This is an optimization exercise on Yosys and OpenROAD, whose aim is small area, not a production implementation. At most, simulation tests tie the RTL to the original design; equivalence was not proved. No functional check of the RTL was part of runs 2 and 4 to 9. The clock port is modelled as an ideal driver; clocking choices that lean on that would not hold on a real chip. Power and IR drop assume default switching activity.

[design/flow/constraint.sdc]
create_clock -name core_clock -period 15.0 [get_ports {clk}]
set_input_delay 3.0000 -clock core_clock [delete_from_list [all_inputs] [get_ports {clk}]]
set_output_delay 3.0000 -clock core_clock [all_outputs]
set_load 0.01 [all_outputs]
[design/flow/config.mk]
export PLATFORM = sky130hd
export DESIGN_NAME = calculator
export DESIGN_NICKNAME = calculator
export VERILOG_FILES = /design/flow/design.v
export SDC_FILE = /design/flow/constraint.sdc
export NUM_CORES = 4
export LEC_CHECK = 0
export ABC_AREA = 1
export CAP_MARGIN = 20
export CORE_MARGIN = 2
export CORE_UTILIZATION = 40
export SLEW_MARGIN = 20
[design/flow/design.v]
module ALU #(
    parameter [8:0] FAST = 9'b110000000    
) (
    input  wire [7:0] a,
    input  wire [7:0] b,
    input  wire [2:0] op,
    output wire [7:0] result
);
    wire is_mul = (op == 3'd3);
    wire is_dv  = op[2] & (op[0] ^ op[1]);    
    wire is_div = (op == 3'd5);
    wire inv    = is_dv | (op == 3'd4);       
    wire [7:0] bx = b ^ {8{inv}};
    wire [8:0] nz;
    assign nz[8] = 1'b1;
    genvar w, j;
    generate
        for (w = 7; w >= 1; w = w - 1) begin : g_nz
            assign nz[w] = nz[w + 1] & ~b[w];
        end
    endgenerate
    wire [7:0] q;
    wire [7:0] rr [0:8];
    assign rr[8] = 8'd0;
    wire [2:0] r5;    
    generate
        for (w = 1; w <= 8; w = w + 1) begin : g_st
            wire [w-1:0] t;
            wire [w:0]   d;
            wire [w-1:0] y;
            wire         cin;
            if (w == 4) begin : g_t4
                assign t[3:1] = r5;
            end else if (w > 1) begin : g_t
                assign t[w-1:1] = rr[9 - w][w-2:0];
            end
            if (w <= 3) begin : g_ytop
                assign t[0] = a[8 - w];
                assign y = ~b[w-1:0];
                assign cin = 1'b1;
            end else begin : g_y
                assign t[0] = a[8 - w] & ~is_mul;
                assign y = bx[w-1:0];
                assign cin = inv;
            end
            if (FAST[w]) begin : g_fast
                assign d = {1'b0, t} + {1'b0, y} + {{w{1'b0}}, cin};
            end else begin : g_rip
                wire [w:0] c;
                assign c[0] = cin;
                for (j = 0; j < w; j = j + 1) begin : g_b
                    assign d[j]   = t[j] ^ y[j] ^ c[j];
                    assign c[j+1] = (t[j] & y[j]) | (t[j] & c[j]) | (y[j] & c[j]);
                end
                assign d[w] = c[w];
            end
            wire ge = nz[w] & d[w];
            assign q[8 - w] = ge;
            wire sel;
            if (w <= 3) begin : g_stop
                assign sel = ge;
            end else if (w == 8) begin : g_slast
                assign sel = is_mul ? a[0] : is_dv ? ge : 1'b1;
            end else begin : g_smid
                assign sel = is_mul ? a[8 - w] : (is_dv & ge);
            end
            assign rr[8 - w][w-1:0] = sel ? d[w-1:0] : t;
            if (w < 8) begin : g_pad
                assign rr[8 - w][7:w] = {(8 - w){1'b0}};
            end
        end
    endgenerate
    wire [2:0] m5 = a[7:5] * b[2:0];
    assign r5 = is_mul ? m5 : is_dv ? rr[5][2:0] : a[7:5];
    assign result = is_div ? q : rr[0];
endmodule
module queue_with_controller (
    input  wire       clk,
    input  wire       rst,
    input  wire       shift,
    input  wire [7:0] back,
    input  wire       inc,
    input  wire       dec,
    input  wire       set_err,
    output wire [7:0] a,
    output wire [7:0] b,
    output wire [7:0] tail,
    output reg  [2:0] n,
    output reg        err
);
    reg [7:0] r0, r1, r2, r3, r4;
    always @(posedge clk) begin
        if (shift) begin
            r0 <= back;
            r1 <= r0;
            r2 <= r1;
            r3 <= r2;
            r4 <= r3;
        end
    end
    always @(posedge clk or posedge rst) begin
        if (rst) begin
            n   <= 3'd0;
            err <= 1'b0;
        end else begin
            if (inc)
                n <= n + 3'd1;
            else if (dec)
                n <= n - 3'd1;
            if (set_err)
                err <= 1'b1;
        end
    end
    reg [7:0] ra, rb;
    always @* begin
        case (n)
            3'd2:    begin ra = r1; rb = r0; end
            3'd3:    begin ra = r2; rb = r1; end
            3'd4:    begin ra = r3; rb = r2; end
            default: begin ra = r4; rb = r3; end
        endcase
    end
    assign a = ra;
    assign b = rb;
    assign tail = r0;
endmodule
module calculator(
    input wire clk,
    input wire rst,
    input wire[7:0] in,
    input wire[2:0] op,
    input wire apply,
    output wire[7:0] tail,
    output wire empty,
    output wire valid
);
    wire [7:0] a, b, result;
    wire [2:0] n;
    wire err;
    wire go     = apply & ~err;
    wire is_push = (op == 3'd0);
    wire is_pop  = (op == 3'd1);
    wire is_arith = (op != 3'd0) & (op != 3'd1) & (op != 3'd7);
    wire by_div  = op[2] & (op[0] ^ op[1]);
    wire full    = (n == 3'd5);
    wire none    = (n == 3'd0);
    wire two     = n[2] | n[1];            
    wire bzero   = (b == 8'd0);
    wire ok_push  = is_push & ~full;
    wire ok_pop   = is_pop & ~none;
    wire ok_arith = is_arith & two & ~(by_div & bzero);
    wire shift   = go & (ok_push | ok_arith);
    wire inc     = go & ok_push;
    wire dec     = go & (ok_pop | ok_arith);
    wire set_err = go & ~(ok_push | ok_pop | ok_arith);
    queue_with_controller queue (
        .clk(clk), .rst(rst),
        .shift(shift), .back(is_push ? in : result),
        .inc(inc), .dec(dec), .set_err(set_err),
        .a(a), .b(b), .tail(tail), .n(n), .err(err)
    );
    ALU alu (.a(a), .b(b), .op(op), .result(result));
    assign empty = none;
    assign valid = ~err;
endmodule
[design/flow/run.sh]
#!/bin/bash
# synth_recipe.tcl (not shown) runs the flow's synth.tcl, then flattens the netlist and writes it again
# the make line also repeats each setting of config.mk as NAME=value (left out here)
make -C /OpenROAD-flow-scripts/flow DESIGN_CONFIG=/design/flow/config.mk WORK_HOME=/design/flow/orfs CLKGATE_MAP_FILE= SYNTH_SCRIPT=/design/flow/synth_recipe.tcl finish
==> results.txt, run 1 <==
footprint of the multi-input gates 2586 um2; Die W about 110 um; fraction of layout cells with a size suffix above 1 0.2028; area post-placement 4815 um2; # clock sinks 44; Synth Area in Simple Gates 0.2563; Mapped Avg Cell Area a little over 8 um2; Required @ worst endpoint approximately 15 ns; mapped cell area approximately 4200 um2; post-synth top area cell edfxtp_1; Worst path max stage delay between 0.5 and 0.6 ns; Finished Cell Area between 4000 and 5000 um2; FF-to-FF path depth about 80; critical path's slowest cell clkdlybuf4s50_1; Port Buf Inserts 23; Core ar. around 10,000 um2; Clk pin slew, worst setup/hold paths about 0.080 ns; syn_nets 560; GPL Wtd Cong around 0.94; Final period util 0.9398; Fmax roughly 71 MHz; Unique masters post-synth 54; Synth Area in XOR/XNOR 0.04550; Setup-failing EPs final 0; Worst Hold Class flip-flop to flip-flop; post-route setup TNS 0 ns; Async S/R FF share, synth 0.09091; max-cap violation count 0; global-route wire length before repair between 15,000 and 20,000 um; clock skew between 0.005 and 0.006 ns; final slew viol count 0; Worst Tran Pin Value 0.7112 ns; routed vias/inst just over 5; Via Count roughly 3,500; wire per inst approximately 16 um; Worst Setup Start Kind input pin; grt ovf 0; die area approximately 11,000 um2; most frequent CP cell fa_1; Core Util, Final 0.4827; io pins 24; layout net count 620; Total GRT Usage 0.2013; fillers around 1,100; run status timing/DRC/antenna clean; endpoints failing hold 0; worst endpoint data arrival time 14.12 ns; Syn. warnings 2; drt first pass iters 4; CTS tree built; Initial Util 0.4094; Commonest cells post-synth nand2_1 (108), inv_1 (61), edfxtp_1 (40); Critical Path Source op[0]; Post-Synthesis Cells 506; most common cell in the netlist nand2_1; R2R Path End queue.r0[3]$_DFFE_PP_; Post-synth EDFFs 40; clock root cell clkbuf_8; vias in the first global route approximately 3,600; iteration-0 DRC count of the detailed router between 200 and 250; antenna cell count 0; deepest clock path buffer count 2; pwr dens 102.8 nW/um2; total detailed-routing wirelength around 11,000 um; placed insts 692; Num CTS Buffers 5; Top FF cell, synth edfxtp_1; largest net degree at the start of global routing just over 40; htree depth 2; Storage cell area between 1000 and 1500 um2; non-filler instance count after layout between 700 and 800; relative slew slack 0.5241; Rows 37; # DRC 0; Seq cells post-synth 44; DP Wirelength 8886 um; largest family of logic cells by synthesized area simple AND/OR/NAND/NOR gates; Pleak 0.002179 uW; initial antenna violation count 0; worst setup path class input pin to flip-flop; top cells by area, synth edfxtp_1 (29%), nand2_1 (9.6%), fa_1 (7.6%); post-route ant nets 0; Adder-Cell Fraction of Synth Area 0.1475; peak supply drop about 0.000073 V; flop2flop setup slack ~1.2 ns; Worst-Skew Late Latency roughly 0.3 ns; minimum clock period about 14 ns; top-area cell type share of the netlist area 0.2855; reg-to-reg startpoint queue.n[0]$_DFFE_PP0P_; Die Y roughly 110 um; multiplexer share of the synthesized area 0.005055; area delta synth->final 17.90%; CP max FO 11; Compound-Gate Fraction of Synth Area 0.1525; crit path to queue.r0[3]$_DFFE_PP_; kind of end point of the critical path flip-flop; register area share after synthesis 0.3092
## where the power goes
part / switching (uW) / internal, uW
logic: 165 / 127
registers: 2.86 / 136
clock network: 41.5 / 36.8
## per-stage QoR
stage	total power (uW)	setup slack (ns)	hold slack (ns)
global placement	424.4	0.8736	0.4327
global route	553.9	-0.008313	0.4675
CTS	508.8	0.6895	0.4585
finish	510.1	0.9029	0.4582
floorplan	337.0	1.354	0.4264
detailed placement	429.2	0.5025	0.4382
## worst min-delay path by stage
stage                                from               endpoint  slack, ns  depth (start not counted)
finish              queue.r2[0]$_DFFE_PP_  queue.r3[0]$_DFFE_PP_       0.46                          0
global route        queue.r2[0]$_DFFE_PP_  queue.r3[0]$_DFFE_PP_       0.47                          0
CTS                 queue.r2[0]$_DFFE_PP_  queue.r3[0]$_DFFE_PP_       0.46                          0
detailed placement  queue.r2[0]$_DFFE_PP_  queue.r3[0]$_DFFE_PP_       0.44                          0
global placement    queue.r2[0]$_DFFE_PP_  queue.r3[0]$_DFFE_PP_       0.43                          0
floorplan           queue.r2[0]$_DFFE_PP_  queue.r3[0]$_DFFE_PP_       0.43                          0
## worst max-delay path, delay by kind of cell
kind / cells / cell delay, ns
adder cells (fa/ha/maj): 14 / 5.38
AND/OR/NAND/NOR: 20 / 1.99
XOR/XNOR: 1 / 0.18
AO/OA/AOI/OAI: 16 / 2.06
buffers and inverters: 11 / 1.47
## placed cells by master (no fill, tap or decap), types with 6 or more instances in the layout
cell             synthesis  final
xor2_1                  15     15
inv_1                   61     60
nand4_1                  6      6
o22ai_1                  8      7
or2_2                    6      6
a21oi_1                 25     24
edfxtp_1                40     40
fa_1                    16     16
clkbuf_8                 0      6
o21ai_2                  7      6
nor2_1                  38     38
clkdlybuf4s50_1          0     23
nand3_2                  9      9
nand2_2                  8      9
o21ai_0                 23     22
ha_1                    24     24
o21ai_1                  6      7
nand2_1                108    107
buf_4                    3     37
inv_2                    9     10
nand3_1                 28     28
## state kept, by name (all words and copies together) (netlist names)
name	cells
queue.r1	8
queue.r0	8
queue.r2	8
queue.r3	8
queue.r4	8
queue.n	3
queue.err	1
## cell type report
class,instances,area share
Sequential cell,44,0.2631
Timing Repair Buffer,61,0.1064
Multi-Input combinational cell,381,0.5213
Inverter,73,0.05624
Clock inverter,2,0.002018
Clock buffer,6,0.01665
Tap cell,136,0.03430
## routing by layer
layer / GRT usage / wire length [um] / share of wire
met5: 0 / 0 / 0
met2: 0.3339 / 5305 / 0.48
met3: 0.02452 / 475 / 0.043
met4: 0.02690 / 87 / 0.0079
met1: 0.2887 / 5204 / 0.47
## logic make-up (layout without fill, tap and decap cells)
kind of cell | count (synthesis) | after routing
mux | 2 | 2
flops | 44 | 44
fa+ha+maj | 40 | 40
buf+inv | 81 | 142
compound gates | 96 | 96
simple gates | 222 | 222
xor+xnor | 21 | 21
## what timing repair did
| action | 4_1_cts | 5_1_grt |
|---|---|---|
| setup endpoints to repair | 0 | 8 |
| hold buffers | 0 | 0 |
| hold endpoints to repair | 0 | 0 |
| buffers inserted | 0 | 3 |
| gates resized for setup | 0 | 10 |
==> run 2: changes to the inputs <==
--- a/design/flow/design.v
+++ b/design/flow/design.v
@@ -1,4 +1,4 @@
 module ALU #(
-    parameter [8:0] FAST = 9'b110000000    
+    parameter [8:0] FAST = 9'b000000000    
 ) (
     input  wire [7:0] a,
==> run 2 against run 1 <==
Compared with the run above: the layout now fails its checks (setup timing); critical path depth fell by 3; sequential power barely moved; design area rose by 24%; total power rose by 6.6%; synthesized cell count fell by 10%; routed wire length rose by 14%; highest routed layer unchanged; sequential share of layout area fell by 5.1 points; global-route usage rose by 2.7 points; largest power group unchanged.
==> results.txt, run 2 <==
run status complete, but fails checks; SO Viols setup timing; CP max FO 6; peak supply drop 0.00006182 V; Post-Synthesis Cells roughly 460; die area around 11,000 um2; Initial Util 0.4141; Mapped Avg Cell Area 8.937 um2; antenna cell count 0; minimum clock period 15.48 ns; Commonest cells post-synth nand2_1 (82), inv_1 (56), edfxtp_1 (40); fraction of layout cells with a size suffix above 1 0.5203; CTS tree built; hold slack ~0.46 ns; Worst Hold Class flip-flop to flip-flop; clock skew ~0.0063 ns; Die Y roughly 100 um; commonest cells after routing, fill and taps aside buf_4 (157), nand2_1 (73), inv_1 (40), edfxtp_1 (40), inv_2 (25); Syn. warnings 2; worst setup path class input pin to flip-flop; Die W 104.8 um; Seq cells post-synth 44; Worst path max stage delay ~0.4 ns; io pins 24; Unique masters post-synth 52; top cells by area, synth edfxtp_1 (30%), fa_1 (12%), nand2_1 (7.6%); # clock sinks 44; Via Count ~4,000; global-route wire length before repair ~20,000 um; Top FF cell, synth edfxtp_1; kind of end point of the critical path flip-flop; max-cap violation count 0; FF-to-FF path depth slightly above 80; # DRC 0; mapped cell area about 4100 um2; grt ovf 0; most common cell in the netlist nand2_1; Fmax between 60 and 70 MHz; Core ar. roughly 10000 um2; most common cell after layout, fill and taps aside buf_4; Rows 36; hold bufs inserted after CTS 0; Core Util, Final 0.6281; fin worst setup slack -0.4767 ns; initial antenna violation count 0; Final period util 1.032; Worst-Skew Late Latency 0.29 ns; register area share after synthesis 0.3200; post-synth top area cell edfxtp_1; wire per inst approximately 16 um; top-area cell type share of the netlist area 0.2954; worst endpoint data arrival time about 16 ns; Num CTS Buffers 5; DP Wirelength between 8000 and 9000 um; relative slew slack 0.6091; post-route ant nets 0; area delta synth->final 51.66%; drt first pass iters 5; Async S/R FF share, synth 0.09091; flop2flop setup slack -0.33 ns; htree depth 2; deepest clock path buffer count 2; Port Buf Inserts 23; Required @ worst endpoint 15.06 ns; total detailed-routing wirelength around 13,000 um; largest net degree at the start of global routing 37; Hold Path Depth 0; clock root cell clkbuf_8; critical path's slowest cell fa_2; iteration-0 DRC count of the detailed router between 150 and 200; syn_nets about 500; pwr dens between 80 and 90 nW/um2; Worst Setup Start Kind input pin; Clk pin slew, worst setup/hold paths ~0.08 ns; Pleak between 0.002 and 0.003 uW; Total GRT Usage 0.2288; Post-synth EDFFs 40; endpoints failing hold 0; layout net count 691; Setup-failing EPs final 8; final slew viol count 0; GPL Wtd Cong about 0.86; most frequent CP cell fa_2; vias in the first global route between 4,000 and 5,000; Worst Tran Pin Value approximately 0.58 ns; RSZ-0062 raised after global routing true; routed vias/inst around 5.1
## run 2: layer usage
layer / part of all wire / GRT usage / vias to the layer above
met2: 0.49 / 0.3701 / 147
met5: 0 / 0 / -
met1: 0.42 / 0.3001 / 1902
met4: 0.033 / 0.08381 / 0
met3: 0.054 / 0.05115 / 42
li1: - / - / 1881
## run 2: repair_timing
action	in CTS	in global routing
pin swaps	25	39
buffers inserted	49	32
gates resized for setup	31	56
setup endpoints to repair	8	8
## run 2: stage by stage
step                      worst slack, ns  cell area (um2)  instances  TNS [ns]  power, uW
after CTS                         -0.4780             5699        742    -3.479      514.1
after detailed placement           -1.147             5174        685    -8.758      395.3
final                             -0.4767             6167        773    -3.287      543.9
after global placement            -0.9641             5174        685    -7.230      386.1
after global routing               -1.029             6167        773    -7.618      585.9
after floorplan                  -0.01636             4228        455  -0.01636      310.4
## run 2: final timing paths
kind,startpoint,endpoint
max reg2reg,queue.n[0]$_DFFE_PP0P_,queue.r0[1]$_DFFE_PP_
min reg2reg,queue.r1[1]$_DFFE_PP_,queue.r2[1]$_DFFE_PP_
max,op[1],queue.r0[1]$_DFFE_PP_
min in group asynchronous,rst,queue.err$_DFFE_PP0P_
max in group asynchronous,rst,queue.n[1]$_DFFE_PP0P_
min,queue.r1[1]$_DFFE_PP_,queue.r2[1]$_DFFE_PP_
## run 2: worst max-delay path: cells and delay by family
family,cells,cell delay (ns)
fa+ha+maj,25,8.43
compound gates,13,1.83
xor+xnor,2,0.44
simple gates,8,0.94
buf+inv,11,0.86
## run 2: logic make-up after synthesis
family          count (synthesis)  synth area share
fa+ha+maj                      38            0.1631
mux                             2          0.005231
simple gates                  196            0.2523
compound gates                 80            0.1335
flops                          44            0.3200
buf+inv                        77           0.08246
xor+xnor                       18           0.04338
## run 2: final cells by class
cell class	instances	area (um2)
fill	827	3652
clock inverter	2	35.03
tap	133	166.4
multi-input combinational	334	2826
clock buffer	6	72.57
timing repair buffer	186	1491
inverter	68	270.3
sequential	44	1305
## run 2: report_power, final
| group | internal, uW | leakage [uW] | switching [uW] |
|---|---|---|---|
| clock network | 49.5 | 0.0000552 | 40.3 |
| logic | 154 | 0.00228 | 162 |
| registers | 137 | 0.000401 | 1.55 |
==> run 3: changes to the inputs <==
--- a/design/flow/design.v
+++ b/design/flow/design.v
@@ -1,4 +1,4 @@
 module ALU #(
-    parameter [8:0] FAST = 9'b000000000    
+    parameter [8:0] FAST = 9'b110000000    
 ) (
     input  wire [7:0] a,
--- a/design/flow/config.mk
+++ b/design/flow/config.mk
@@ -9,4 +9,5 @@
 export CAP_MARGIN = 20
 export CORE_MARGIN = 2
-export CORE_UTILIZATION = 40
+export CORE_UTILIZATION = 70
+export GPL_TIMING_DRIVEN = 0
 export SLEW_MARGIN = 20
==> run 3 against run 2 <==
Compared with the run above: the run now finishes clean; clock power is 19% lower; sequential share of layout area is 5.3 points higher; cell count is 19% lower; first-iteration DRC count grew to 2.5 times the previous value; total power is 8.1% lower; count of clock-buffer cells in the layout is 1 higher; routed wire length is 11% lower; global-route usage is 11 points higher; register-to-register slack better by 1.0 ns; synthesized area is 3.5% higher; critical path type unchanged; critical endpoint is now queue.r0[4]$_DFFE_PP_.
==> results.txt, run 3 <==
run status timing/DRC/antenna clean; hold path endpoint queue.r3[0]$_DFFE_PP_; vias in the first global route between 3,000 and 4,000; most common cell in the netlist nand2_1; grt ovf 0; Clk pin slew, worst setup/hold paths about 0.080 ns; placed insts approximately 610; relative slew slack 0.5357; Worst Setup Start Kind input pin; hold bufs inserted after CTS 0; minimum clock period 14.60 ns; Async S/R FF share, synth 0.09091; drt first pass iters 6; Num CTS Buffers 5; min-delay src queue.r2[0]$_DFFE_PP_; Commonest cells post-synth nand2_1 (108), inv_1 (61), edfxtp_1 (40); io pins 24; R2R Path End queue.r0[4]$_DFFE_PP_; critical path's slowest cell clkdlybuf4s50_1; top-area cell type share of the netlist area 0.2855; iteration-0 DRC count of the detailed router slightly below 500; max-cap violation count 0; Post-Synthesis Cells a little over 500; Core ar. 5851 um2; total detailed-routing wirelength 11,250 um; routed vias/inst 6.242; clock skew between 0.01 and 0.015 ns; DP Wirelength 8400 um; CTS tree built; Mapped Avg Cell Area just over 8 um2; # clock sinks 44; Post-Place Setup Slack -0.8019 ns; GPL Wtd Cong 0.8977; deepest clock path buffer count 2; final slew viol count 0; post-route ant nets 0; flop2flop setup slack around 0.70 ns; FF-to-FF path depth 82; reg-to-reg startpoint queue.n[1]$_DFFE_PP0P_; wire per inst 17.92 um; Worst Tran Pin Value approximately 0.7 ns; Storage cell area 1301 um2; Syn. warnings 2; post-synth top area cell edfxtp_1; Via Count 3,920; global-route wire length before repair between 15,000 and 20,000 um; CP max FO 10; Required @ worst endpoint approximately 15 ns; mapped cell area 4208 um2; most common cell after layout, fill and taps aside nand2_1; Post-synth EDFFs 40; endpoints failing hold 0; fraction of layout cells with a size suffix above 1 0.2080; clock root cell clkbuf_8; commonest cells after routing, fill and taps aside nand2_1 (103), inv_1 (59), edfxtp_1 (40); syn_nets between 500 and 600; initial antenna violation count 0; CP bufs+invs 11; Fmax ~68 MHz; Top FF cell, synth edfxtp_1; largest net degree at the start of global routing 14; non-filler instance count after layout roughly 630; Final period util 0.9735; Seq cells post-synth 44; Worst-Skew Late Latency around 0.30 ns; Rows 28; Port Buf Inserts 23; Setup-failing EPs final 0; fillers ~360; cell family with most CP delay adder cells; register area share after synthesis 0.3092; Unique masters post-synth between 50 and 60; peak supply drop 0.00009690 V; die area roughly 6600 um2; Pleak approximately 0.0021 uW; layout net count 606; fin worst setup slack slightly below 0.4 ns; area delta synth->final 16.95%; Hold Path Depth 0; most frequent CP cell fa_1; antenna cell count 0; Initial Util 0.7192; # DRC 0; Total GRT Usage 0.3388; pwr dens 101.6 nW/um2; Worst Hold Class flip-flop to flip-flop; Core Util, Final 0.8411; hold slack approximately 0.48 ns; Worst path max stage delay approximately 0.52 ns; footprint of the multi-input gates between 2000 and 3000 um2; worst setup path class input pin to flip-flop; worst endpoint data arrival time between 10 and 15 ns; top cells by area, synth edfxtp_1 (29%), nand2_1 (9.6%), fa_1 (7.6%); htree depth 2; kind of end point of the critical path flip-flop; Die Y around 82 um; Die W around 80 um
==> run 3: cell types whose count changed in the layout (fill, tap and decap cells not counted), moves of 16 or more <==
cell / before / now
inv_1: 40 / 59
buf_4: 157 / 18
nand2_1: 73 / 103
ha_1: 7 / 23
fa_2: 24 / 2
inv_2: 25 / 7
==> run 3: how the worst max path moves through the flow <==
stage	start	cells past startpoint	end
floorplan	op[1]	58	queue.r0[0]$_DFFE_PP_
global placement	op[0]	61	queue.r0[0]$_DFFE_PP_
detailed placement	op[0]	61	queue.r0[4]$_DFFE_PP_
CTS	op[0]	59	queue.r0[4]$_DFFE_PP_
global route	op[0]	61	queue.r0[4]$_DFFE_PP_
finish	op[0]	61	queue.r0[4]$_DFFE_PP_
==> run 3: final cells by class <==
| cell class | instances | area share |
|---|---|---|
| multi-input cells | 381 | 0.5525 |
| flip-flops and latches | 44 | 0.2644 |
| repair buffers | 39 | 0.07196 |
| inverters | 73 | 0.05924 |
| well taps | 75 | 0.01907 |
| plain buffers | 8 | 0.01627 |
| clock buffers | 7 | 0.01551 |
| clock inverters | 1 | 0.001017 |
==> run 3: routing by layer <==
metal  routed length (um)  global-route usage  vias up  part of all wire
li1                     -                   -     1785                 -
met1                 4616              0.4626     1848              0.41
met2                 5331              0.5393      252              0.47
met3                 1041             0.06703       35             0.093
met4                  265              0.1169        0             0.024
met5                    0                   0        -                 0
==> run 3: worst reg2reg max path: cells and delay by family, from the launching register on <==
family                     cells  cell delay [ns]
and+or+nand+nor               30             3.41
buffers and inverters         15             1.39
xor gates and xnor gates       1             0.18
DFF                            1             0.47
AOI/OAI and AO/OA             20             3.03
adders and majority gates     16             5.64
==> run 3: kinds of logic after synthesis <==
kind of cell,count (synthesis),synth area share
AO/OA/AOI/OAI,96,0.1525
XOR/XNOR,21,0.04550
adder cells (fa/ha/maj),40,0.1475
buffers and inverters,81,0.08385
flip-flops,44,0.3092
multiplexers,2,0.005055
AND/OR/NAND/NOR,222,0.2563
==> run 3: per-stage QoR <==
stage	TNS [ns]	power, uW	cell area [um2]
final	0	499.9	4921
after global routing	-0.1274	534.2	4921
after CTS	0	469.0	4698
after detailed placement	-5.597	394.2	4571
after global placement	-3.626	383.6	4532
after floorplan	0	337.0	4208
==> run 3: timing repair <==
item / in CTS / in global routing
gates resized for setup: 10 / 31
setup buffers: 1 / 11
pin swaps: 1 / 10
endpoints found under the setup margin: 8 / 8
==> run 3: power breakdown <==
part / switching [uW] / internal [uW]
sequential: 0.713 / 136
clock: 40.4 / 32.8
combinational: 173 / 116
==> run 4: changes to the inputs <==
--- a/design/flow/design.v
+++ b/design/flow/design.v
@@ -1,4 +1,5 @@
 module ALU #(
-    parameter [8:0] FAST = 9'b110000000    
+    parameter [8:0] FAST = 9'b000000000,   
+    parameter integer K = 4                
 ) (
     input  wire [7:0] a,
@@ -23,5 +24,5 @@
     wire [7:0] rr [0:8];
     assign rr[8] = 8'd0;
-    wire [2:0] r5;    
+    wire [K-1:0] rk;    
     generate
         for (w = 1; w <= 8; w = w + 1) begin : g_st
@@ -30,10 +31,10 @@
             wire [w-1:0] y;
             wire         cin;
-            if (w == 4) begin : g_t4
-                assign t[3:1] = r5;
+            if (w == K + 1) begin : g_tk
+                assign t[K:1] = rk;
             end else if (w > 1) begin : g_t
                 assign t[w-1:1] = rr[9 - w][w-2:0];
             end
-            if (w <= 3) begin : g_ytop
+            if (w <= K) begin : g_ytop
                 assign t[0] = a[8 - w];
                 assign y = ~b[w-1:0];
@@ -58,5 +59,5 @@
             assign q[8 - w] = ge;
             wire sel;
-            if (w <= 3) begin : g_stop
+            if (w <= K) begin : g_stop
                 assign sel = ge;
             end else if (w == 8) begin : g_slast
@@ -71,6 +72,6 @@
         end
     endgenerate
-    wire [2:0] m5 = a[7:5] * b[2:0];
-    assign r5 = is_mul ? m5 : is_dv ? rr[5][2:0] : a[7:5];
+    wire [K-1:0] mk = a[7:8-K] * b[K-1:0];
+    assign rk = is_mul ? mk : is_dv ? rr[8-K][K-1:0] : a[7:8-K];
     assign result = is_div ? q : rr[0];
 endmodule
@@ -114,9 +115,9 @@
     reg [7:0] ra, rb;
     always @* begin
-        case (n)
-            3'd2:    begin ra = r1; rb = r0; end
-            3'd3:    begin ra = r2; rb = r1; end
-            3'd4:    begin ra = r3; rb = r2; end
-            default: begin ra = r4; rb = r3; end
+        case ({n[2], n[0]})
+            2'd0: begin ra = r1; rb = r0; end
+            2'd1: begin ra = r2; rb = r1; end
+            2'd2: begin ra = r3; rb = r2; end
+            2'd3: begin ra = r4; rb = r3; end
         endcase
     end
--- a/design/flow/config.mk
+++ b/design/flow/config.mk
@@ -9,5 +9,4 @@
 export CAP_MARGIN = 20
 export CORE_MARGIN = 2
-export CORE_UTILIZATION = 70
-export GPL_TIMING_DRIVEN = 0
+export CORE_UTILIZATION = 40
 export SLEW_MARGIN = 20
==> run 4 against run 3 <==
Compared with the run above: cell count rose by 17%; design area increased by 17%; global-route usage down 12 points; critical path depth is 17 higher; core utilization decreased by 24 points.
==> results.txt, run 4 <==
Synth Area in Simple Gates 0.2302; Initial Util 0.4060; syn_nets ~510; max-cap violation count 0; Final Power about 450 uW; worst setup path class flip-flop to flip-flop; Seq cells post-synth 44; die area 10,590 um2; Rows 36; Top FF cell, synth edfxtp_1; Core ar. a little under 10,000 um2; kind of end point of the critical path flip-flop; Worst Tran Pin Value between 0.5 and 0.6 ns; Unique masters post-synth 46; total detailed-routing wirelength 11,530 um; multiplexer share of the synthesized area 0.005115; Post-Place Setup Slack -0.7111 ns; Num CTS Buffers 5; mapped cell area between 3000 and 4000 um2; Commonest cells post-synth nand2_1 (95), inv_1 (60), edfxtp_1 (40); Core Util, Final 0.5993; minimum clock period around 15 ns; global-route wire length before repair about 17,000 um; Synth Area in XOR/XNOR 0.04444; Mapped Avg Cell Area just under 9 um2; Pleak 0.002458 uW; io pins 24; peak supply drop ~0.000052 V; RSZ-0062 raised after global routing true; CTS tree built; hold slack between 0.4 and 0.5 ns; Compound-Gate Fraction of Synth Area 0.1288; Async S/R FF share, synth 0.09091; worst endpoint data arrival time 14.84 ns; clock skew roughly 0.0088 ns; Worst-Skew Late Latency around 0.31 ns; htree depth 2; wire per inst about 16 um; run status timing/DRC/antenna clean; Syn. warnings 2; commonest cells after routing, fill and taps aside buf_4 (114), nand2_1 (82), inv_1 (46); Worst path max stage delay around 0.50 ns; critical path's slowest cell dfrtp_2; antenna cell count 0; post-route ant nets 0; largest net degree at the start of global routing 41; routed vias/inst about 5; Total GRT Usage 0.2148; relative slew slack 0.6110; Worst Hold Class flip-flop to flip-flop; drt first pass iters 4; Port Buf Inserts 23; Post-Synthesis Cells 450; fraction of layout cells with a size suffix above 1 0.4383; pwr dens 77.66 nW/um2; DP Wirelength 8655 um; CP max FO 6; Post-synth EDFFs 40; Setup-failing EPs final 0; Fmax 67.58 MHz; Adder-Cell Fraction of Synth Area 0.1854; largest family of logic cells by synthesized area simple AND/OR/NAND/NOR gates; most common cell in the netlist nand2_1; area delta synth->final 47.60%; layout net count around 660; endpoints failing hold 0; Final period util 0.9865; final slew viol count 0; Die Y about 100 um; most common cell after layout, fill and taps aside buf_4; Die W 102.9 um; Required @ worst endpoint around 15 ns; top cells by area, synth edfxtp_1 (31%), fa_1 (13%), nand2_1 (9.1%); # clock sinks 44; iteration-0 DRC count of the detailed router about 160; most frequent CP cell fa_2; fin worst setup slack around 0.20 ns; register area share after synthesis 0.3325; Via Count between 3,000 and 4,000; fillers 834; clock root cell clkbuf_8; vias in the first global route 3,522; top-area cell type share of the netlist area 0.3069; GPL Wtd Cong 0.9243; initial antenna violation count 0; deepest clock path buffer count 2; # DRC 0; Worst Setup Start Kind flip-flop; post-synth top area cell edfxtp_1; post-route setup TNS 0 ns; Clk pin slew, worst setup/hold paths roughly 0.10 ns; grt ovf 0
-- run 4: cell types whose count changed after synthesis, sizes merged, moves of 3 or more --
cell	before	now
nand2	120	96
a21oi	27	16
fa	16	25
nor2	44	35
inv	72	65
ha	24	18
o22ai	10	4
o21ai	36	41
buf	7	3
xor2	16	12
a22o	4	1
o211ai	1	4
-- run 4: cells by family after synthesis --
logic type,after synthesis
muxes,2
adders and majority gates,43
xor gates and xnor gates,19
buffers and inverters,71
AOI/OAI and AO/OA,83
DFF,44
and+or+nand+nor,188
-- run 4: area by class of cell --
cell class,count,area (um2),area share
clock buffer,5,68.82,0.01191
clock inverter,3,26.28,0.004548
inverter,65,249.0,0.04310
multi-input combinational,335,2735,0.4735
sequential,44,1304,0.2257
tap,133,166.4,0.02881
timing repair buffer,148,1227,0.2125
-- run 4: critical path: cells and delay by family (launching register included) --
| kind | cells | cell delay, ns |
|---|---|---|
| adders and majority gates | 28 | 9.27 |
| and+or+nand+nor | 23 | 2.43 |
| AOI/OAI and AO/OA | 15 | 1.58 |
| buffers and inverters | 12 | 0.73 |
| DFF | 1 | 0.50 |
-- run 4: stage by stage --
step	cells	area, um2
2_1_floorplan	450	3950
3_3_place_gp	694	5015
3_5_place_dp	694	5015
4_1_cts	707	5206
5_1_grt	733	5777
6_report	733	5777
-- run 4: final timing paths --
path	startpoint	end	slack [ns]	depth (start not counted)
min in group asynchronous	rst	queue.err$_DFFE_PP0P_	2.87	2
max	queue.n[2]$_DFFE_PP0P_	queue.r0[5]$_DFFE_PP_	0.20	78
min reg2reg	queue.r2[1]$_DFFE_PP_	queue.r3[1]$_DFFE_PP_	0.46	0
max in group asynchronous	rst	queue.n[0]$_DFFE_PP0P_	11.97	2
max reg2reg	queue.n[2]$_DFFE_PP0P_	queue.r0[5]$_DFFE_PP_	0.20	78
min	queue.r2[1]$_DFFE_PP_	queue.r3[1]$_DFFE_PP_	0.46	0
-- run 4: where the power goes --
part | switching (uW) | internal (uW) | total, uW
combinational | 120 | 112 | 232
sequential | 0.796 | 136 | 136
clock | 45.7 | 34.3 | 80.0
-- run 4: timing repair --
item | in CTS | in global routing
setup buffers | 5 | 24
endpoints found under the setup margin | 8 | 8
hold buffers | 0 | 0
cloned | 0 | 2
pin swaps | 7 | 52
resized for setup | 22 | 101
-- run 4: layer usage --
| layer | share of wire | global-route usage |
|---|---|---|
| met5 | 0 | 0 |
| met2 | 0.51 | 0.3706 |
| met1 | 0.45 | 0.2929 |
| met3 | 0.024 | 0.01492 |
| met4 | 0.018 | 0.05769 |
==> run 5: changes to the inputs <==
--- a/design/flow/design.v
+++ b/design/flow/design.v
@@ -1,4 +1,4 @@
 module ALU #(
-    parameter [8:0] FAST = 9'b000000000,   
+    parameter [8:0] FAST = 9'b100000000,   
     parameter integer K = 4                
 ) (
==> run 5 against run 4 <==
Compared with the run above: critical endpoint is now queue.r0[4]$_DFFE_PP_; synthesized area increased by 2.9%; critical path type unchanged; total power increased by 11%; largest cell class unchanged; sequential share of layout area increased by 4.1 points; sequential power about the same; worst setup slack improved by 0.66 ns; count of clock-buffer cells in the layout unchanged; still clean; clock skew increased by 0.00054 ns.
==> results.txt, run 5 <==
run status timing/DRC/antenna clean; hold slack about 0.46 ns; kind of end point of the critical path flip-flop; grt peak-use layer met2; clock root cell clkbuf_8; # DRC 0; pwr dens about 100 nW/um2; Top FF cell, synth edfxtp_1; grt ovf 0; post-route ant nets 0; relative slew slack 0.4494; met3 Track Usage GR 0.01441; CP max FO 10; Initial Util 0.4119; htree depth 2; Post-Synthesis Cells between 400 and 500; global-route wire length before repair roughly 17,000 um; commonest cells after routing, fill and taps aside nand2_1 (101), inv_1 (54), buf_4 (40), edfxtp_1 (40), nand3_1 (39); most common cell in the netlist nand2_1; post-synth top area cell edfxtp_1; syn_nets ~530; CP bufs+invs 14; register area share after synthesis 0.3232; iteration-0 DRC count of the detailed router 210; Final Power approximately 500 uW; final slew viol count 0; DP Wirelength ~8400 um; GPL Wtd Cong about 0.96; Die Y ~100 um; cell family with most CP delay adder cells; Post-synth EDFFs 40; initial antenna violation count 0; flop2flop setup slack between 0.8 and 0.9 ns; worst setup path class flip-flop to flip-flop; fraction of layout cells with a size suffix above 1 0.2176; area delta synth->final 21.47%; Clk pin slew, worst setup/hold paths 0.09 ns; vias in the first global route about 3,400; Num CTS Buffers 5; Commonest cells post-synth nand2_1 (102), inv_1 (55), edfxtp_1 (40); Core ar. slightly below 10,000 um2; Seq cells post-synth 44; wire per inst approximately 16 um; Final period util 0.9428; Rows 36; CTS tree built; most common cell after layout, fill and taps aside nand2_1; Port Buf Inserts 23; Worst Hold Class flip-flop to flip-flop; Setup-failing EPs final 0; largest net degree at the start of global routing ~40; top-area cell type share of the netlist area 0.2983; Async S/R FF share, synth 0.09091; Mapped Avg Cell Area around 8.6 um2; Via Count ~3,400; Critical Path Source queue.n[2]$_DFFE_PP0P_; endpoints failing hold 0; reg-to-reg startpoint queue.n[2]$_DFFE_PP0P_; Worst-Skew Late Latency 0.30 ns; layout net count 590; io pins 24; met1 Resource Use GR 0.2635; Pleak between 0.002 and 0.0025 uW; Worst path max stage delay around 0.51 ns; Total GRT Usage 0.1972; top cells by area, synth edfxtp_1 (30%), fa_1 (10%), nand2_1 (9.5%); GRT met2 Usage 0.3497; peak supply drop 0.00005595 V; clock skew slightly above 0.009 ns; deepest clock path buffer count 2; minimum clock period ~14 ns; Worst Tran Pin Value 0.8229 ns; total detailed-routing wirelength ~11,000 um; Worst Setup Start Kind flip-flop; critical path's slowest cell dfrtp_2; max-cap violation count 0; most frequent CP cell fa_1; Required @ worst endpoint 15.03 ns; min-delay src queue.r2[1]$_DFFE_PP_; worst endpoint data arrival time around 14 ns; die area about 11,000 um2; drt first pass iters 4; Unique masters post-synth 43; Die W 104.3 um; mapped cell area 4026 um2; Syn. warnings 2; antenna cell count 0; # clock sinks 44; routed vias/inst between 5 and 6; Fmax just over 70 MHz
==> run 5: worst paths after layout <==
| check | end | cells after the start |
|---|---|---|
| setup / recovery | queue.r0[4]$_DFFE_PP_ | 75 |
| hold / removal | queue.r3[1]$_DFFE_PP_ | 0 |
| setup reg to reg | queue.r0[4]$_DFFE_PP_ | 75 |
| hold reg to reg | queue.r3[1]$_DFFE_PP_ | 0 |
| max in group asynchronous | queue.n[0]$_DFFE_PP0P_ | 2 |
| min in group asynchronous | queue.err$_DFFE_PP0P_ | 2 |
==> run 5: layout make-up <==
class / instances / area, um2
clock inverter: 3 / 18.77
tap: 133 / 166.4
fill: 954 / 4883
inverter: 64 / 249.0
sequential: 44 / 1304
timing repair buffer: 65 / 546.8
clock buffer: 5 / 68.82
multi-input combinational: 352 / 2537
==> run 5: kinds of logic (layout without fill, tap and decap cells) <==
| group | after synthesis | in the layout | synth area share |
|---|---|---|---|
| adder cells (fa/ha/maj) | 44 | 44 | 0.1759 |
| AND/OR/NAND/NOR | 195 | 195 | 0.2303 |
| AO/OA/AOI/OAI | 87 | 87 | 0.1342 |
| buffers and inverters | 73 | 137 | 0.07614 |
| multiplexers | 2 | 2 | 0.008079 |
| flip-flops | 44 | 44 | 0.3232 |
| XOR/XNOR | 24 | 24 | 0.05221 |
==> run 5: metrics by stage <==
step	setup TNS (ns)	util	setup WS, ns	std cells	area [um2]
6_report	0	0.5004	0.8581	666	4891
3_3_place_gp	-0.2727	0.4708	-0.1042	648	4602
4_1_cts	0	0.4827	0.08552	658	4718
2_1_floorplan	0	-	0.3033	469	4026
5_1_grt	-0.03143	0.5004	-0.02332	666	4891
3_5_place_dp	-1.973	0.4708	-0.3087	648	4602
==> run 5: what timing repair did <==
action | 4_1_cts | 5_1_grt
hold buffers | 0 | 0
setup endpoints to repair | 8 | 8
pin swaps | 0 | 5
resized for setup | 8 | 32
cloned | 0 | 0
buffers inserted | 2 | 8
==> run 5: routing by layer <==
| metal | up-vias | share of wire |
|---|---|---|
| met5 | - | 0 |
| met4 | 0 | 0.014 |
| met3 | 10 | 0.020 |
| met2 | 48 | 0.51 |
| met1 | 1619 | 0.46 |
| li1 | 1701 | - |
==> run 5: power by group <==
| group | leakage [uW] | internal [uW] | switching, uW |
|---|---|---|---|
| Combinational | 0.00164 | 120 | 165 |
| Sequential | 0.000398 | 137 | 1.59 |
| Clock | 0.0000479 | 32.5 | 41.8 |
==> run 6: changes to the inputs <==
==> design/flow/flow/run.sh (new file) <==
#!/bin/bash
set -euo pipefail
export BUFFER_PORTS_ARGS="-buffer_cell sky130_fd_sc_hd__buf_1"
export RECOVER_POWER=100
bash standard.sh > standard.log 2>&1
==> design/flow/standard.sh (new file) <==
#!/bin/bash
# synth_recipe.tcl (not shown) runs the flow's synth.tcl, then flattens the netlist and writes it again
# the make line also repeats each setting of config.mk as NAME=value (left out here)
make -C /OpenROAD-flow-scripts/flow DESIGN_CONFIG=/design/flow/config.mk WORK_HOME=/design/flow/orfs CLKGATE_MAP_FILE= SYNTH_SCRIPT=/design/flow/synth_recipe.tcl "${@:-finish}"
removed: design/flow/run.sh
==> run 6 against run 5 <==
Compared with the run above: now fails the layout checks on capacitance limit, slew limit; critical path depth rose by 3; core utilization fell by 1.1 points; clock power rose by 28%; critical path type unchanged.
==> results.txt, run 6 <==
GPL Wtd Cong around 0.96; Setup-failing EPs final 0; routed vias/inst about 5.2; io pins 24; Clk pin slew, worst setup/hold paths roughly 0.09 ns; area delta synth->final 18.77%; Post-Synthesis Cells between 400 and 500; Finished Cell Area roughly 4800 um2; Core Util, Final 0.4892; grt ovf 0; Die Y 104.3 um; relative slew slack -0.4740; Port Buf Inserts 23; endpoints failing hold 0; syn_nets 527; Worst path max stage delay around 0.49 ns; non-filler instance count after layout about 670; post-route ant nets 0; fillers 957; clock skew 0.01244 ns; Pleak 0.002032 uW; Post-Place Setup Slack -0.1390 ns; flop2flop setup slack 0.86 ns; Worst Tran Pin Value 2.211 ns; area post-placement about 4500 um2; clock root cell clkbuf_8; Final period util 0.9427; # clock sinks 44; Mapped Avg Cell Area about 8.6 um2; Top FF cell, synth edfxtp_1; max-cap violation count 1; htree depth 2; most common cell in the netlist nand2_1; wire per inst roughly 16 um; SO Viols capacitance limit, slew limit; CP max FO 7; fin worst setup slack 0.8588 ns; Seq cells post-synth 44; iteration-0 DRC count of the detailed router between 150 and 200; Worst Setup Start Kind flip-flop; # DRC 0; vias in the first global route between 3,000 and 4,000; peak supply drop 0.00008371 V; FF-to-FF path depth 78; antenna cell count 0; kind of end point of the critical path flip-flop; placed insts between 600 and 700; fraction of layout cells with a size suffix above 1 0.2268; Num CTS Buffers 5; Syn. warnings 2; Async S/R FF share, synth 0.09091; top-area cell type share of the netlist area 0.2983; largest net degree at the start of global routing slightly above 40; Worst Hold Class flip-flop to flip-flop; die area around 11,000 um2; Rows 36; CTS tree built; worst endpoint data arrival time around 14 ns; cell family with most CP delay adder cells; initial antenna violation count 0; total detailed-routing wirelength 10,450 um; hold bufs inserted after CTS 0; mapped cell area just over 4000 um2; Commonest cells post-synth nand2_1 (102), inv_1 (55), edfxtp_1 (40); run status complete, but fails checks; top cells by area, synth edfxtp_1 (30%), fa_1 (10%), nand2_1 (9.5%); Unique masters post-synth 43; global-route wire length before repair 17,330 um; Via Count 3,482; Total GRT Usage 0.1992; Core ar. roughly 9800 um2; most common cell after layout, fill and taps aside nand2_1; commonest cells after routing, fill and taps aside nand2_1 (101), inv_1 (55), buf_4 (45); deepest clock path buffer count 2; Fmax approximately 71 MHz; Post-synth EDFFs 40; drt first pass iters 4; critical path's slowest cell dfrtp_2; DP Wirelength 8208 um; Initial Util 0.4119; minimum clock period between 10 and 15 ns; Die W approximately 100 um; Hold Path Depth 0; Required @ worst endpoint around 15 ns; post-synth top area cell edfxtp_1; pwr dens approximately 110 nW/um2; post-route setup TNS 0 ns; worst setup path class flip-flop to flip-flop; Worst-Skew Late Latency roughly 0.31 ns; Levels on crit path approximately 80; CP bufs+invs 14; register area share after synthesis 0.3232; final slew viol count 41; layout net count 595
[run 6: cell counts after synthesis]
No cell type changed its count.
[run 6: repair_timing]
action / CTS / global route
gates resized for setup: 5 / 30
setup endpoints to repair: 8 / 8
setup buffers: 1 / 9
pin swaps: 1 / 6
[run 6: where the power goes]
part           switching [uW]  internal, uW
combinational             162           120
clock                    44.8          50.2
sequential               1.46           137
total                     209           307
[run 6: cells by family after synthesis]
| family | after synthesis | share of synthesized area |
|---|---|---|
| mux | 2 | 0.008079 |
| xor+xnor | 24 | 0.05221 |
| flops | 44 | 0.3232 |
| buf+inv | 73 | 0.07614 |
| simple gates | 195 | 0.2303 |
| compound gates | 87 | 0.1342 |
| fa+ha+maj | 44 | 0.1759 |
[run 6: final timing paths]
kind	endpoint	startpoint
min reg2reg	queue.r3[1]$_DFFE_PP_	queue.r2[1]$_DFFE_PP_
min in group asynchronous	queue.n[1]$_DFFE_PP0P_	rst
min	queue.r3[1]$_DFFE_PP_	queue.r2[1]$_DFFE_PP_
max reg2reg	queue.r0[0]$_DFFE_PP_	queue.n[2]$_DFFE_PP0P_
max in group asynchronous	queue.n[0]$_DFFE_PP0P_	rst
max	queue.r0[0]$_DFFE_PP_	queue.n[2]$_DFFE_PP0P_
[run 6: final cells by class]
class	instances	area (um2)	share of cell area
Sequential cell	44	1304	0.2726
Clock inverter	3	46.29	0.009681
Tap cell	133	166.4	0.03480
Inverter	64	242.7	0.05076
Clock buffer	5	68.82	0.01439
Multi-Input combinational cell	352	2522	0.5275
Timing Repair Buffer	70	431.7	0.09027
[run 6: metrics by stage]
step / hold slack (ns) / power (uW)
6_report: 0.4713 / 515.7
5_1_grt: 0.4905 / 560.5
4_1_cts: 0.4806 / 501.0
3_5_place_dp: 0.4543 / 404.3
3_3_place_gp: 0.4351 / 398.7
2_1_floorplan: 0.4264 / 332.9
[run 6: routing by layer]
layer	global-route usage	vias up	routed length [um]
li1	-	1711	-
met1	0.2647	1664	4678
met2	0.3319	85	5096
met3	0.02632	22	374
met4	0.07143	0	303
met5	0	-	0
==> run 7: changes to the inputs <==
==> design/flow/flow/run.sh (replaced) <==
#!/bin/bash
set -euo pipefail
here=$(cd "$(dirname "$0")" && pwd)
export BUFFER_PORTS_ARGS="-buffer_cell sky130_fd_sc_hd__buf_1"
export POST_CTS_TCL="$here/post_cts.tcl"
bash standard.sh > standard.log 2>&1
==> design/flow/flow/post_cts.tcl (new file) <==
# Size down cells that do not need their drive strength, keeping setup slack.
estimate_parasitics -placement
report_design_area
log_cmd repair_timing -recover_power 100 -verbose
detailed_placement
estimate_parasitics -placement
report_design_area
report_worst_slack -max
==> run 7 against run 6 <==
Compared with the run above: the run now finishes clean; register-to-register slack barely moved; sequential share of layout area is 0.14 points lower; first-iteration DRC count shrank 6.9%; critical path depth stayed put; design area grew 0.52%; count of clock-buffer cells in the layout unchanged; via count grew 0.20%; non-clock buffer count up 1; synthesized area did not move; critical path type unchanged; largest power group unchanged.
==> results.txt, run 7 <==
Critical Path Source queue.n[2]$_DFFE_PP0P_; final slew viol count 0; Die W 104.3 um; global-route wire length before repair around 17,000 um; top-area cell type share of the netlist area 0.2983; Core ar. a little under 10,000 um2; Worst Tran Pin Value roughly 0.65 ns; Clk pin slew, worst setup/hold paths approximately 0.09 ns; Worst path max stage delay slightly below 0.5 ns; minimum clock period approximately 14 ns; total detailed-routing wirelength 10,500 um; critical path's slowest cell dfrtp_2; largest net degree at the start of global routing 41; vias in the first global route between 3,000 and 4,000; largest family of logic cells by synthesized area simple AND/OR/NAND/NOR gates; hold slack roughly 0.47 ns; Commonest cells post-synth nand2_1 (102), inv_1 (55), edfxtp_1 (40); io pins 24; mapped cell area approximately 4000 um2; P_int 307.3 uW; non-filler instance count after layout 672; multiplexer share of the synthesized area 0.008080; Initial Util 0.4119; Adder-Cell Fraction of Synth Area 0.1759; antenna cell count 0; # DRC 0; post-route ant nets 0; Fmax 70.72 MHz; Compound-Gate Fraction of Synth Area 0.1342; sw frac 0.4045; worst setup path class flip-flop to flip-flop; most common cell after layout, fill and taps aside nand2_1; drt first pass iters 5; reg-to-reg startpoint queue.n[2]$_DFFE_PP0P_; top cells by area, synth edfxtp_1 (30%), fa_1 (10%), nand2_1 (9.5%); iteration-0 DRC count of the detailed router 163; Unique masters post-synth 43; Worst-Skew Late Latency ~0.31 ns; Post-Synthesis Cells roughly 470; max-cap violation count 0; pwr dens ~110 nW/um2; Sw Pwr 208.8 uW; Pleak between 0.002 and 0.0025 uW; clock skew 0.01213 ns; Rows 36; FF-to-FF path depth 78; fillers 954; Die Y between 100 and 150 um; relative slew slack 0.5624; Core Util, Final 0.4918; DP Wirelength a little over 8000 um; Async S/R FF share, synth 0.09091; Seq pwr share 0.268; placed insts roughly 650; clock power share 0.184; GRT met2 Usage 0.3319; Mapped Avg Cell Area around 8.6 um2; die area between 10,000 and 15,000 um2; Total GRT Usage 0.1992; run status timing/DRC/antenna clean; routed vias/inst approximately 5.2; R2R Path End queue.r0[0]$_DFFE_PP_; worst endpoint data arrival time between 10 and 15 ns; grt peak-use layer met2; Worst Hold Class flip-flop to flip-flop; endpoints failing hold 0; Synth Area in Simple Gates 0.2303; area delta synth->final 19.39%; met3 Track Usage GR 0.02632; cell family with most CP delay adder cells; Worst Setup Start Kind flip-flop; Required @ worst endpoint about 15 ns; area post-placement 4496 um2; flop2flop setup slack about 0.86 ns; wire per inst around 16 um; Seq cells post-synth 44; Levels on crit path 78; Syn. warnings 2; Post-synth EDFFs 40; syn_nets 527; CTS tree built; CP max FO 7; Top FF cell, synth edfxtp_1; CP bufs+invs 14; most common cell in the netlist nand2_1; kind of end point of the critical path flip-flop; Final Power 516.0 uW; Final period util 0.9426; GPL Wtd Cong ~0.96; peak supply drop 0.00008376 V; Setup-failing EPs final 0; grt ovf 0; layout net count 596; crit path to queue.r0[0]$_DFFE_PP_; met1 Resource Use GR 0.2647; Synth Area in XOR/XNOR 0.05221; # clock sinks 44; Port Buf Inserts 23; Comb pwr share 0.548; Finished Cell Area a little under 5000 um2; post-synth top area cell edfxtp_1; commonest cells after routing, fill and taps aside nand2_1 (101), inv_1 (55), buf_4 (46); register area share after synthesis 0.3232; initial antenna violation count 0; fraction of layout cells with a size suffix above 1 0.2319; Via Count between 3,000 and 4,000
-- run 7: power by group through the flow --
stage	Clock, uW	Sequential (uW)	Combinational (uW)
final	95.1	138	283
after detailed placement	0	141	263
after floorplan	0	140	193
after global routing	101	138	322
after global placement	0	141	258
-- run 7: area by class of cell --
cell class / instances / area, um2 / share of cell area
clock buffers: 5 / 68.82 / 0.01432
inverters: 64 / 242.7 / 0.05049
flip-flops and latches: 44 / 1304 / 0.2712
repair buffers: 71 / 456.7 / 0.09500
multi-input cells: 352 / 2522 / 0.5247
clock inverters: 3 / 46.29 / 0.009630
well taps: 133 / 166.4 / 0.03462
-- run 7: kinds of logic (layout without fill, tap and decap cells) --
| family | count (synthesis) | in the layout |
|---|---|---|
| muxes | 2 | 2 |
| buffers and inverters | 73 | 143 |
| xor gates and xnor gates | 24 | 24 |
| and+or+nand+nor | 195 | 195 |
| AOI/OAI and AO/OA | 87 | 87 |
| DFF | 44 | 44 |
| adders and majority gates | 44 | 44 |
-- run 7: worst reg2reg max path, delay by kind of cell (launching register included) --
kind	cells	cell delay, ns
XOR/XNOR	2	0.31
adder cells (fa/ha/maj)	22	7.55
buffers and inverters	14	1.24
flip-flops	1	0.49
AND/OR/NAND/NOR	25	2.36
AO/OA/AOI/OAI	15	1.94
-- run 7: per-layer routing --
metal | share of wire | vias up
li1 | - | 1715
met1 | 0.44 | 1664
met2 | 0.49 | 88
met3 | 0.041 | 22
met4 | 0.029 | 0
met5 | 0 | -
-- run 7: worst min path at each step --
| stage | startpoint | to | slack, ns | cells past startpoint |
|---|---|---|---|---|
| finish | queue.r2[1]$_DFFE_PP_ | queue.r3[1]$_DFFE_PP_ | 0.47 | 0 |
| global route | queue.r2[1]$_DFFE_PP_ | queue.r3[1]$_DFFE_PP_ | 0.49 | 0 |
| detailed placement | queue.r1[3]$_DFFE_PP_ | queue.r2[3]$_DFFE_PP_ | 0.45 | 0 |
| floorplan | queue.r2[1]$_DFFE_PP_ | queue.r3[1]$_DFFE_PP_ | 0.43 | 0 |
| global placement | queue.r2[1]$_DFFE_PP_ | queue.r3[1]$_DFFE_PP_ | 0.44 | 0 |
-- run 7: stage by stage --
step	TNS (ns)	setup WS, ns
after detailed placement	-0.4479	-0.1390
after global placement	0	0.1171
final	0	0.8607
after global routing	-0.04487	-0.04487
after floorplan	0	0.3033
==> run 8: changes to the inputs <==
==> design/flow/flow/run.sh (replaced) <==
#!/bin/bash
# The standard layout (standard.sh), with one change: the buffers that
# buffer_ports puts on every input and output port use the smallest buffer
# cell, sky130_fd_sc_hd__buf_1, instead of the default pick. ORFS's own logs
# stay under orfs/logs; make's output goes to standard.log here.
set -euo pipefail
export BUFFER_PORTS_ARGS="-buffer_cell sky130_fd_sc_hd__buf_1"
bash standard.sh > standard.log 2>&1
--- a/design/flow/config.mk
+++ b/design/flow/config.mk
@@ -10,3 +10,4 @@
 export CORE_MARGIN = 2
 export CORE_UTILIZATION = 40
+export GPL_TIMING_DRIVEN = 0
 export SLEW_MARGIN = 20
removed: design/flow/flow/post_cts.tcl
==> run 8 against run 7 <==
Compared with the run above: via count is 1.1% lower; synthesized cell count unchanged; still clean; routed wire length is 0.27% higher; clock skew fell by 0.0072 ns; largest cell class unchanged.
==> results.txt, run 8 <==
Die W around 100 um; die area between 10,000 and 15,000 um2; Initial Util 0.4119; wire per inst 15.92 um; Worst Hold Class flip-flop to flip-flop; largest net degree at the start of global routing 15; worst setup path class flip-flop to flip-flop; max-cap violation count 0; Core ar. 9774 um2; endpoints failing hold 0; global-route wire length before repair ~17,000 um; routed vias/inst approximately 5.2; Total GRT Usage 0.1970; clock root cell clkbuf_8; total detailed-routing wirelength roughly 11,000 um; Via Count 3,451; commonest cells after routing, fill and taps aside nand2_1 (94), inv_1 (52), edfxtp_1 (40); grt ovf 0; Fmax approximately 70 MHz; flop2flop setup slack around 0.63 ns; pwr dens 107.1 nW/um2; Hold Path Depth 0; deepest clock path buffer count 2; R2R Path End queue.r0[0]$_DFFE_PP_; mapped cell area between 4000 and 5000 um2; most frequent CP cell fa_2; Final period util 0.9577; hold path endpoint queue.r3[1]$_DFFE_PP_; Clk pin slew, worst setup/hold paths around 0.08 ns; reg-to-reg startpoint queue.n[0]$_DFFE_PP0P_; most common cell in the netlist nand2_1; Mapped Avg Cell Area 8.585 um2; Top FF cell, synth edfxtp_1; final slew viol count 0; post-synth top area cell edfxtp_1; post-route setup TNS 0 ns; kind of end point of the critical path flip-flop; worst endpoint data arrival time ~14 ns; antenna cell count 0; Critical Path Source queue.n[0]$_DFFE_PP0P_; layout net count ~600; Die Y 104.3 um; Pleak around 0.002 uW; Unique masters post-synth 43; register area share after synthesis 0.3232; Post-synth EDFFs 40; Commonest cells post-synth nand2_1 (102), inv_1 (55), edfxtp_1 (40); min-delay src queue.r2[1]$_DFFE_PP_; Setup-failing EPs final 0; minimum clock period around 14 ns; CP max FO 10; DP Wirelength 7997 um; Worst-Skew Late Latency about 0.3 ns; top cells by area, synth edfxtp_1 (30%), fa_1 (10%), nand2_1 (9.5%); clock skew roughly 0.0049 ns; Worst Tran Pin Value roughly 0.7 ns; critical path's slowest cell dfrtp_2; most common cell after layout, fill and taps aside nand2_1; io pins 24; Port Buf Inserts 23; initial antenna violation count 0; Worst path max stage delay 0.48 ns; run status timing/DRC/antenna clean; Post-Synthesis Cells ~470; peak supply drop 0.00004672 V; Num CTS Buffers 5; fraction of layout cells with a size suffix above 1 0.2614; cell family with most CP delay adder cells; Async S/R FF share, synth 0.09091; vias in the first global route about 3,400; Syn. warnings 2; top-area cell type share of the netlist area 0.2983; Rows 36; htree depth 2; iteration-0 DRC count of the detailed router ~200; post-route ant nets 0; placed insts between 600 and 700; # clock sinks between 40 and 50; syn_nets roughly 530; GPL Wtd Cong roughly 0.89; # DRC 0; Worst Setup Start Kind flip-flop; relative slew slack 0.5355; non-filler instance count after layout between 600 and 700; drt first pass iters 5; CTS tree built; FF-to-FF path depth 77; Seq cells post-synth 44; Required @ worst endpoint 15.06 ns; CP bufs+invs 14; area delta synth->final 20.73%
## run 8: cell counts after synthesis
Identical to the previous run, type by type.
## run 8: metal layers
layer,vias up,part of all wire,GRT usage
met4,0,0.023,0.04826
met3,19,0.032,0.01629
met1,1666,0.44,0.2594
li1,1691,-,-
met5,-,0,0
met2,75,0.51,0.3492
## run 8: logic make-up (layout without fill, tap and decap cells)
family	count (synthesis)	in the layout	share of synthesized area
mux	2	2	0.008079
compound gates	87	87	0.1342
flops	44	44	0.3232
xor+xnor	24	24	0.05221
buf+inv	73	132	0.07614
fa+ha+maj	44	44	0.1759
simple gates	195	195	0.2303
## run 8: how the worst max path moves through the flow
stage | to | slack (ns) | cells past startpoint
floorplan | queue.r0[0]$_DFFE_PP_ | 0.30 | 77
global placement | queue.r0[0]$_DFFE_PP_ | -2.09 | 76
detailed placement | queue.r0[0]$_DFFE_PP_ | -2.13 | 76
CTS | queue.r0[0]$_DFFE_PP_ | 0.006 | 78
global route | queue.r0[7]$_DFFE_PP_ | -0.19 | 80
finish | queue.r0[0]$_DFFE_PP_ | 0.63 | 77
## run 8: area by class of cell
cell class | count | area, um2
sequential | 44 | 1304
buffer | 9 | 86.33
clock buffer | 5 | 68.82
multi-input combinational | 352 | 2651
inverter | 64 | 245.2
timing repair buffer | 51 | 296.5
fill | 961 | 4913
clock inverter | 3 | 42.54
tap | 133 | 166.4
## run 8: power by group
group	total, uW	internal [uW]	switching, uW	leakage [uW]
combinational	292	123	169	0.00156
clock	90.1	49.3	40.9	0.0000541
sequential	138	137	1.35	0.000398
total	521	309	212	0.00201
## run 8: what timing repair did
| action | CTS | global route |
|---|---|---|
| pin swaps | 5 | 22 |
| endpoints found under the setup margin | 8 | 8 |
| hold buffers | 0 | 0 |
| setup buffers | 11 | 13 |
| resized for setup | 31 | 45 |
## run 8: stage by stage
stage	area [um2]	util	setup slack, ns	power [uW]	hold slack, ns
6_report	4861	0.4973	0.6349	520.6	0.4645
5_1_grt	4861	0.4973	-0.1913	564.6	0.4760
4_1_cts	4614	0.4721	0.005910	488.4	0.4578
3_5_place_dp	4314	0.4414	-2.132	385.1	0.4368
3_3_place_gp	4279	0.4378	-2.089	377.9	0.4364
2_1_floorplan	4026	-	0.3033	332.9	0.4264
==> run 9: changes to the inputs <==
--- a/design/flow/design.v
+++ b/design/flow/design.v
@@ -1,5 +1,4 @@
 module ALU #(
-    parameter [8:0] FAST = 9'b100000000,   
-    parameter integer K = 4                
+    parameter [8:0] FAST = 9'b100000000    
 ) (
     input  wire [7:0] a,
@@ -24,5 +23,5 @@
     wire [7:0] rr [0:8];
     assign rr[8] = 8'd0;
-    wire [K-1:0] rk;    
+    wire [2:0] r5;    
     generate
         for (w = 1; w <= 8; w = w + 1) begin : g_st
@@ -31,10 +30,10 @@
             wire [w-1:0] y;
             wire         cin;
-            if (w == K + 1) begin : g_tk
-                assign t[K:1] = rk;
+            if (w == 4) begin : g_t4
+                assign t[3:1] = r5;
             end else if (w > 1) begin : g_t
                 assign t[w-1:1] = rr[9 - w][w-2:0];
             end
-            if (w <= K) begin : g_ytop
+            if (w <= 3) begin : g_ytop
                 assign t[0] = a[8 - w];
                 assign y = ~b[w-1:0];
@@ -59,5 +58,5 @@
             assign q[8 - w] = ge;
             wire sel;
-            if (w <= K) begin : g_stop
+            if (w <= 3) begin : g_stop
                 assign sel = ge;
             end else if (w == 8) begin : g_slast
@@ -72,6 +71,6 @@
         end
     endgenerate
-    wire [K-1:0] mk = a[7:8-K] * b[K-1:0];
-    assign rk = is_mul ? mk : is_dv ? rr[8-K][K-1:0] : a[7:8-K];
+    wire [2:0] m5 = a[7:5] * b[2:0];
+    assign r5 = is_mul ? m5 : is_dv ? rr[5][2:0] : a[7:5];
     assign result = is_div ? q : rr[0];
 endmodule
==> design/flow/flow/run.sh (replaced) <==
#!/bin/bash
set -euo pipefail
export BUFFER_PORTS_ARGS="-buffer_cell sky130_fd_sc_hd__buf_1"
export RECOVER_POWER=100
bash standard.sh > standard.log 2>&1
--- a/design/flow/config.mk
+++ b/design/flow/config.mk
@@ -10,4 +10,3 @@
 export CORE_MARGIN = 2
 export CORE_UTILIZATION = 40
-export GPL_TIMING_DRIVEN = 0
 export SLEW_MARGIN = 20
==> run 9 against run 8 <==
Compared with the run above: the layout now fails its checks (capacitance limit, slew limit); largest power group unchanged; fmax is 1.1% lower; clock skew is 0.0031 ns higher; total power increased by 8.6%; combinational power grew 21%.
==> results.txt, run 9 <==
run status complete, but fails checks; SO Viols capacitance limit, slew limit; die area approximately 11,000 um2; Worst-Skew Late Latency about 0.3 ns; syn_nets 511; fillers between 800 and 900; post-route setup TNS 0 ns; Worst path max stage delay between 0.4 and 0.5 ns; vias in the first global route 3,694; Unique masters post-synth 48; max-cap violation count 1; initial antenna violation count 0; # clock sinks 44; kind of end point of the critical path flip-flop; most frequent CP cell fa_2; wire per inst between 10 and 15 um; fraction of layout cells with a size suffix above 1 0.3680; CP max FO 4; Async S/R FF share, synth 0.09091; Post-Synthesis Cells roughly 460; Worst Tran Pin Value about 2.1 ns; DP Wirelength 8774 um; placed insts between 700 and 800; io pins 24; Clk pin slew, worst setup/hold paths 0.08 ns; Worst Setup Start Kind input pin; pwr dens approximately 110 nW/um2; Die W approximately 100 um; Required @ worst endpoint ~15 ns; post-synth top area cell edfxtp_1; most common cell in the netlist nand2_1; top cells by area, synth edfxtp_1 (30%), fa_1 (11%), nand2_1 (10%); CP bufs+invs 11; critical path's slowest cell fa_2; peak supply drop 0.00005801 V; largest net degree at the start of global routing 41; Die Y 103.3 um; deepest clock path buffer count 2; endpoints failing hold 0; Setup-failing EPs final 0; clock root cell clkbuf_8; fin worst setup slack roughly 0.47 ns; area delta synth->final 34.93%; worst endpoint data arrival time approximately 15 ns; drt first pass iters 5; Post-synth EDFFs 40; minimum clock period 14.53 ns; GPL Wtd Cong 0.9216; Syn. warnings 2; Fmax between 60 and 70 MHz; Storage cell area between 1000 and 1500 um2; Top FF cell, synth edfxtp_1; worst setup path class input pin to flip-flop; # DRC 0; clock skew about 0.0080 ns; Core ar. roughly 9700 um2; top-area cell type share of the netlist area 0.3043; Final period util 0.9687; antenna cell count 0; Commonest cells post-synth nand2_1 (110), inv_1 (51), edfxtp_1 (40); footprint of the multi-input gates about 2500 um2; mapped cell area between 3000 and 4000 um2; Num CTS Buffers 5; final slew viol count 41; Worst Hold Class flip-flop to flip-flop; Pleak roughly 0.0024 uW; grt ovf 0; commonest cells after routing, fill and taps aside buf_4 (119), nand2_1 (106), inv_1 (45); global-route wire length before repair 17,520 um; routed vias/inst roughly 5; most common cell after layout, fill and taps aside buf_4; Mapped Avg Cell Area approximately 8.6 um2; CTS tree built; relative slew slack -0.4165; non-filler instance count after layout 739; Seq cells post-synth 44; total detailed-routing wirelength about 11,000 um; iteration-0 DRC count of the detailed router 179; Via Count 3,739; Initial Util 0.4076; Total GRT Usage 0.2157; register area share after synthesis 0.3296; layout net count ~660; Port Buf Inserts 23; cell family with most CP delay adder cells; Rows 36; htree depth 2; post-route ant nets 0; Post-Place Setup Slack -0.5373 ns
-- run 9: metal layers --
metal	wire (um)	up-vias	global-route usage
li1	-	1823	-
met3	484	16	0.03226
met5	0	-	0
met2	5522	101	0.3727
met4	138	0	0.04453
met1	4908	1799	0.2886
-- run 9: what timing repair did --
action,4_1_cts,5_1_grt
cloned,0,0
setup endpoints to repair,8,8
setup buffers,6,3
hold buffers,0,0
pin swaps,10,16
gates resized for setup,10,30
-- run 9: cell type report --
class                   instances  area share
well taps                     133     0.03124
flip-flops and latches         44      0.2445
repair buffers                145      0.1884
clock inverters                 3    0.003524
clock buffers                   5     0.01292
inverters                      62     0.04463
multi-input cells             347      0.4747
-- run 9: worst paths after layout --
check | startpoint | endpoint | slack (ns) | depth (start not counted)
min in group asynchronous | rst | queue.n[1]$_DFFE_PP0P_ | 2.54 | 2
hold / removal | queue.r2[1]$_DFFE_PP_ | queue.r3[1]$_DFFE_PP_ | 0.45 | 0
hold reg to reg | queue.r2[1]$_DFFE_PP_ | queue.r3[1]$_DFFE_PP_ | 0.45 | 0
setup reg to reg | queue.n[0]$_DFFE_PP0P_ | queue.r0[6]$_DFFE_PP_ | 0.69 | 79
setup / recovery | op[1] | queue.r0[6]$_DFFE_PP_ | 0.47 | 64
max in group asynchronous | rst | queue.n[2]$_DFFE_PP0P_ | 12.30 | 2
-- run 9: kinds of logic (layout without fill, tap and decap cells) --
group	count (synthesis)	in the layout	synth area share
buf+inv	67	215	0.07099
simple gates	208	208	0.2577
mux	3	3	0.007924
compound gates	76	76	0.1198
xor+xnor	21	21	0.05040
fa+ha+maj	39	39	0.1636
flops	44	44	0.3296
-- run 9: stage by stage --
step             util  hold slack (ns)  instance area [um2]  power [uW]
3_5_place_dp   0.5203           0.4363                 5039       452.1
6_report       0.5500           0.4523                 5326       565.2
2_1_floorplan       -           0.4264                 3975       325.7
4_1_cts        0.5389           0.4556                 5219       540.5
5_1_grt        0.5500           0.4707                 5326       609.3
3_3_place_gp   0.5203           0.4374                 5039       444.2
-- run 9: power breakdown --
group	internal [uW]	switching, uW
registers	137	1.12
logic	173	181
clock network	32.5	40.9

-- what the ideal ports hide --
The flow's constraints put no driver on any port. The routed layouts listed below were extracted and timed again, unchanged, in two steps.
Step 1 assumes that a clkbuf_16 drives the clock port and a buf_2 every other input.
Step 2 also shifts input and output timing later by t, the mid clock arrival at the registers, as if the neighbouring blocks saw the same clock.
Slacks: ideal / step 1 / step 2; pairs: ideal / step 1.
| run | t (ns) | setup slack, ns |
|---|---|---|
| run 1 | 0.317 | 0.903 / 0.899 / 0.583 |
| run 2 | 0.321 | -0.477 / -0.484 / -0.804 |
| run 3 | 0.316 | 0.398 / 0.398 / 0.083 |
| run 4 | 0.332 | 0.202 / 0.202 / 0.202 |
| run 5 | 0.325 | 0.858 / 0.858 / 0.685 |
| run 6 | 0.332 | 0.859 / 0.859 / 0.859 |
| run 7 | 0.331 | 0.861 / 0.861 / 0.861 |
| run 8 | 0.320 | 0.635 / 0.635 / 0.635 |
| run 9 | 0.323 | 0.469 / 0.474 / 0.151 |
